This is an optimization exercise on Yosys and OpenROAD, whose aim is small area and a short achievable clock period, not a production implementation. Only simulation tests tie the RTL to the original design; equivalence was not proved. Power and IR drop assume default switching activity.

==> run a: inputs <==
==> flow/design.v <==
module dr_rx (
    input               clk,
    input               rst,
    input [33:0]        in,
    output reg          a_msb,
    output reg          out_rdy
);
    integer i;
    reg all_rdy;
    always @(*) begin
        all_rdy = 1'b1;
        for (i = 0; i < 17; i = i + 1)
            all_rdy = all_rdy & (in[2*i] | in[2*i+1]);
    end
    always @(posedge clk) begin
        if (rst) begin
            a_msb <= 0;
            out_rdy <= 0;
        end else begin
            a_msb <= in[33];
            out_rdy <= all_rdy;
        end
    end
endmodule
module dr_tx #(
    parameter N = 16
) (
    input [N-1:0]           in,
    input                   in_rdy,
    output wire [2*N-1:0]   out
);
    genvar i;
    generate
    for (i = 0; i < N; i = i+1) begin : g
        assign out[i*2]   = in_rdy & ~in[i];
        assign out[i*2+1] = in_rdy &  in[i];
    end
    endgenerate
endmodule
module MAC #(
    parameter NOC_WID = 16,
    parameter REGIONAL_ADDR_WID = 11
)(
    input                       clk,
    input                       rst,
    input [NOC_WID-1:0]                 cfg_dat,
    input [REGIONAL_ADDR_WID-1:0]       cfg_adr,
    input [REGIONAL_ADDR_WID-1:0]       slv_addr,
    input                       xr,
    input [1:0]                 xd,
    output wire                 xa,
    input [2*(NOC_WID+1)-1:0]   ad,
    output wire                 aa,
    output wire [2*NOC_WID-1:0] fd,
    input                       fa
);
    reg [4:0]           bp_lo;
    reg                 bp_hi;
    reg [NOC_WID-1:0]   xmid, m;
    wire [REGIONAL_ADDR_WID:0] adr = {1'b0, cfg_adr};
    wire [REGIONAL_ADDR_WID:0] sa  = {1'b0, slv_addr};
    wire sel0 = (adr == sa);
    wire sel4 = (adr == sa + 12'd4);
    wire sel8 = (adr == sa + 12'd8);
    always @(posedge clk) begin
        if (rst) begin
            bp_lo <= 0;
            bp_hi <= 0;
            xmid <= 0;
            m <= 0;
        end else begin
            if (sel0) begin
                bp_lo <= cfg_dat[4:0];
                bp_hi <= |cfg_dat[NOC_WID-1:5];
            end else if (sel4) begin
                xmid <= cfg_dat;
            end else if (sel8) begin
                m <= cfg_dat;
            end
        end
    end
    reg                 s_hi, s_lo;
    reg [NOC_WID-1:0]   x;
    reg [4:0]           bits_recvd;
    wire                xd_arrived = xd[0] | xd[1];
    wire                take = bp_hi | (bits_recvd < bp_lo);
    assign xa = s_hi;
    always @(posedge clk) begin
        if (rst) begin
            s_hi <= 0;
            s_lo <= 0;
            x <= 0;
            bits_recvd <= 0;
        end else if (s_hi) begin
            if (xd_arrived) begin
                s_hi <= 0;
                s_lo <= 1;
                if (take) begin
                    x <= {x[NOC_WID-2:0], xd[1]};
                    bits_recvd <= bits_recvd + 1'b1;
                end
            end else if (~xr) begin
                s_hi <= 0;
            end
        end else if (s_lo) begin
            if (~xd_arrived) begin
                s_hi <= 1;
                s_lo <= 0;
            end
        end else begin
            if (xr) begin
                s_hi <= 1;
                x <= 0;
                bits_recvd <= 0;
            end
        end
    end
    wire a_msb, a_rdy;
    dr_rx i_dr_rx (.clk(clk), .rst(rst), .in(ad), .a_msb(a_msb), .out_rdy(a_rdy));
    reg f_sync_rdy;
    always @(posedge clk) begin
        if (rst) f_sync_rdy <= 0;
        else     f_sync_rdy <= a_rdy;
    end
    wire [NOC_WID-1:0] y = a_msb ? (xmid - x) : x;
    wire [NOC_WID-1:0] f = m * y;
    dr_tx #(.N(NOC_WID)) i_dr_tx (.in(f), .in_rdy(f_sync_rdy), .out(fd));
    assign aa = fa;
endmodule
==> flow/run.sh <==
#!/bin/bash
# synth_recipe.tcl (not shown) runs the flow's synth.tcl, then flattens the netlist and writes it again
# the make line also repeats each setting of config.mk as NAME=value (left out here)
make -C /OpenROAD-flow-scripts/flow DESIGN_CONFIG=/design/flow/config.mk WORK_HOME=/design/flow/orfs CLKGATE_MAP_FILE= SYNTH_SCRIPT=/design/flow/synth_recipe.tcl finish
==> flow/config.mk <==
export PLATFORM = sky130hd
export DESIGN_NAME = MAC
export DESIGN_NICKNAME = MAC
export VERILOG_FILES = /design/flow/design.v
export SDC_FILE = /design/flow/constraint.sdc
export NUM_CORES = 4
export LEC_CHECK = 0
export CAP_MARGIN = 20
export CORE_MARGIN = 2
export CORE_UTILIZATION = 40
export SLEW_MARGIN = 20
==> flow/constraint.sdc <==
create_clock -name core_clock -period 11.0 [get_ports {clk}]
set_input_delay 2.2000 -clock core_clock [delete_from_list [all_inputs] [get_ports {clk}]]
set_output_delay 2.2000 -clock core_clock [all_outputs]
set_load 0.01 [all_outputs]
==> inputs of run b, as changes to run a <==
==> flow/design.v, changed modules only <==
module dr_rx #(
    parameter N = 16
) (
    input               clk,
    input               rst,
    input [2*N-1:0]     in,              
    output reg [N-1:0]  out,             
    output reg          out_rdy
);
    genvar i;
    integer j;
    wire [N-1:0]    in_rdy;
    wire            in_all_rdy;
    generate
    for (i = 0; i < N; i = i+1) begin
        assign in_rdy[i] = in[i*2] | in[(i*2)+1];    
    end
    endgenerate
    assign in_all_rdy = &in_rdy;     
    always @(posedge clk) begin
        if (rst) begin
            out <= 0;
            out_rdy <= 0;
        end else begin
            for (j = 0; j < N; j = j+1) begin
                out[j] <= in[(j*2)+1];
            end
            out_rdy <= in_all_rdy;
        end
    end
endmodule
module dr_tx #(
    parameter N = 16
) (
    input [N-1:0]           in,              
    input                   in_rdy,
    output wire [2*N-1:0]   out              
);
    genvar i;
    generate
    for (i = 0; i < N; i = i+1) begin
        assign out[i*2] = in_rdy ? (~in[i]) : 0;
        assign out[i*2+1] = in_rdy ? (in[i]) : 0;
    end
    endgenerate
endmodule
module MAC #(
    parameter NOC_WID = 16,
    parameter REGIONAL_ADDR_WID = 11
)(
    input                       clk,
    input                       rst,
    input [NOC_WID-1:0]                 cfg_dat,
    input [REGIONAL_ADDR_WID-1:0]       cfg_adr,
    input [REGIONAL_ADDR_WID-1:0]       slv_addr,
    input                       xr,
    input [1:0]                 xd,              
    output wire                 xa,
    input [2*(NOC_WID+1)-1:0]   ad,              
    output wire                 aa,
    output wire [2*NOC_WID-1:0] fd,              
    input                       fa
);
    reg [NOC_WID-1:0]   bits_peek, xmid, m;
    always @(posedge clk) begin
        if (rst) begin
            bits_peek <= 0;
            xmid <= 0;
            m <= 0;
        end else begin
            if (cfg_adr == slv_addr) begin
                bits_peek <= cfg_dat;
            end else if (cfg_adr == slv_addr+4) begin
                xmid <= cfg_dat;
            end else if (cfg_adr == slv_addr+8) begin
                m <= cfg_dat;
            end
        end
    end
    localparam [1:0]
        RX_IDLE     = 2'b00,
        RX_ACK_HI   = 2'b01,
        RX_ACK_LO   = 2'b10;
    reg [1:0]                   rx_state;
    reg [NOC_WID-1:0]           x;
    reg [$clog2(NOC_WID):0]     bits_recvd;
    wire                        xd_arrived;
    assign xd_arrived = xd[0] || xd[1];
    assign xa = (rx_state == RX_ACK_HI);
    always @(posedge clk) begin
        if (rst) begin
            rx_state <= RX_IDLE;
            x <= 0;
            bits_recvd <= 0;
        end else begin
            case (rx_state)
                RX_IDLE: begin
                    if (xr) begin
                        rx_state <= RX_ACK_HI;
                        x <= 0;
                        bits_recvd <= 0;
                    end
                end
                RX_ACK_HI: begin
                    if (xd_arrived) begin
                        rx_state <= RX_ACK_LO;
                        if (bits_recvd < bits_peek) begin
                            x <= (x << 1) | xd[1];
                            bits_recvd <= bits_recvd + 1;
                        end
                    end else if (~xr) begin
                        rx_state <= RX_IDLE;
                    end
                end
                RX_ACK_LO: begin
                    if (~xd_arrived) rx_state <= RX_ACK_HI;
                end
                default: begin
                    rx_state <= RX_IDLE;
                    x <= 0;
                    bits_recvd <= 0;
                end
            endcase
        end
    end
    wire [NOC_WID:0]    a_sync;
    wire                a_sync_rdy;
    dr_rx #(
        .N(NOC_WID+1)
    ) i_dr_rx (
        .clk(clk),
        .rst(rst),
        .in(ad),
        .out(a_sync),
        .out_rdy(a_sync_rdy)
    );
    wire                a_MSb;
    wire [NOC_WID-1:0]  b;
    assign a_MSb = a_sync[NOC_WID];
    assign b = a_sync[NOC_WID-1:0];
    wire [NOC_WID-1:0]  s_left, s_right;
    assign s_left = m*x;
    assign s_right = m*(xmid-x);
    wire [NOC_WID-1:0]  f_sync;
    reg                 f_sync_rdy;
    assign f_sync = a_MSb ? s_right : s_left;
    dr_tx #(
        .N(NOC_WID)
    ) i_dr_tx (
        .in(f_sync),
        .in_rdy(f_sync_rdy),
        .out(fd)
    );
    always @(posedge clk) begin
        if (rst) begin
            f_sync_rdy <= 0;
        end else begin
            f_sync_rdy <= a_sync_rdy;
        end
    end
    assign aa = fa;      
endmodule
==> qor summary <==
metric	run b	run a
Maximum clock frequency	95.2 MHz	94.2 MHz
Net switching share of the total power	25.6%	25.3%
Synthesized instance count	1442	981
Drt wl/cell	15.9 um	15.4 um
Status	timing/DRC/antenna clean	timing/DRC/antenna clean
Total power per unit cell area	47.6 mW/mm^2	58.3 mW/mm^2
Transition time at the pin with the least slew margin	1060 ps	1060 ps
Die Height	179 um	147 um
Met3 Usage GRT	2.71%	2.24%
Clock sink count	74	64
Final standard cell area without fillers	0.0141 mm^2	0.0100 mm^2
Critical path depth in cells	31	33
Share of post-route cells with drive strength above 1	3.33%	6.22%
Post-synthesis simple-gate area fraction	20.5%	22.5%
Fraction of synthesized area in multiplexers	4.66%	5.65%
Layout Skew	10.4 ps	7.53 ps
Worst slew margin	29.3%	29.1%

==> port drivers added, routing unchanged <==
In the flow no input, the clock included, has a driving cell. The finished layouts below were timed again as built, in two steps.
Step 1 assumes that a clkbuf_16 drives the clock port and a buf_2 every other input.
Step 2 moves the port delays by t, midway between the first and last clock arrival at a register: inputs arrive t later, outputs are due t later. That takes back most of the time a late clock gives input paths.
Slacks: ideal / step 1 / step 2; pairs: ideal / step 1.
run	t, ns	slack for setup (ns)	clock arrival spread, ns	worst register clock-pin slew, ns
run a	0.365	0.384 / 0.345 / 0.711	0.008 / 0.007	0.06 / 0.06
run b	0.373	0.492 / 0.451 / 0.825	0.011 / 0.011	0.06 / 0.06
After both steps every run listed still meets setup and hold.
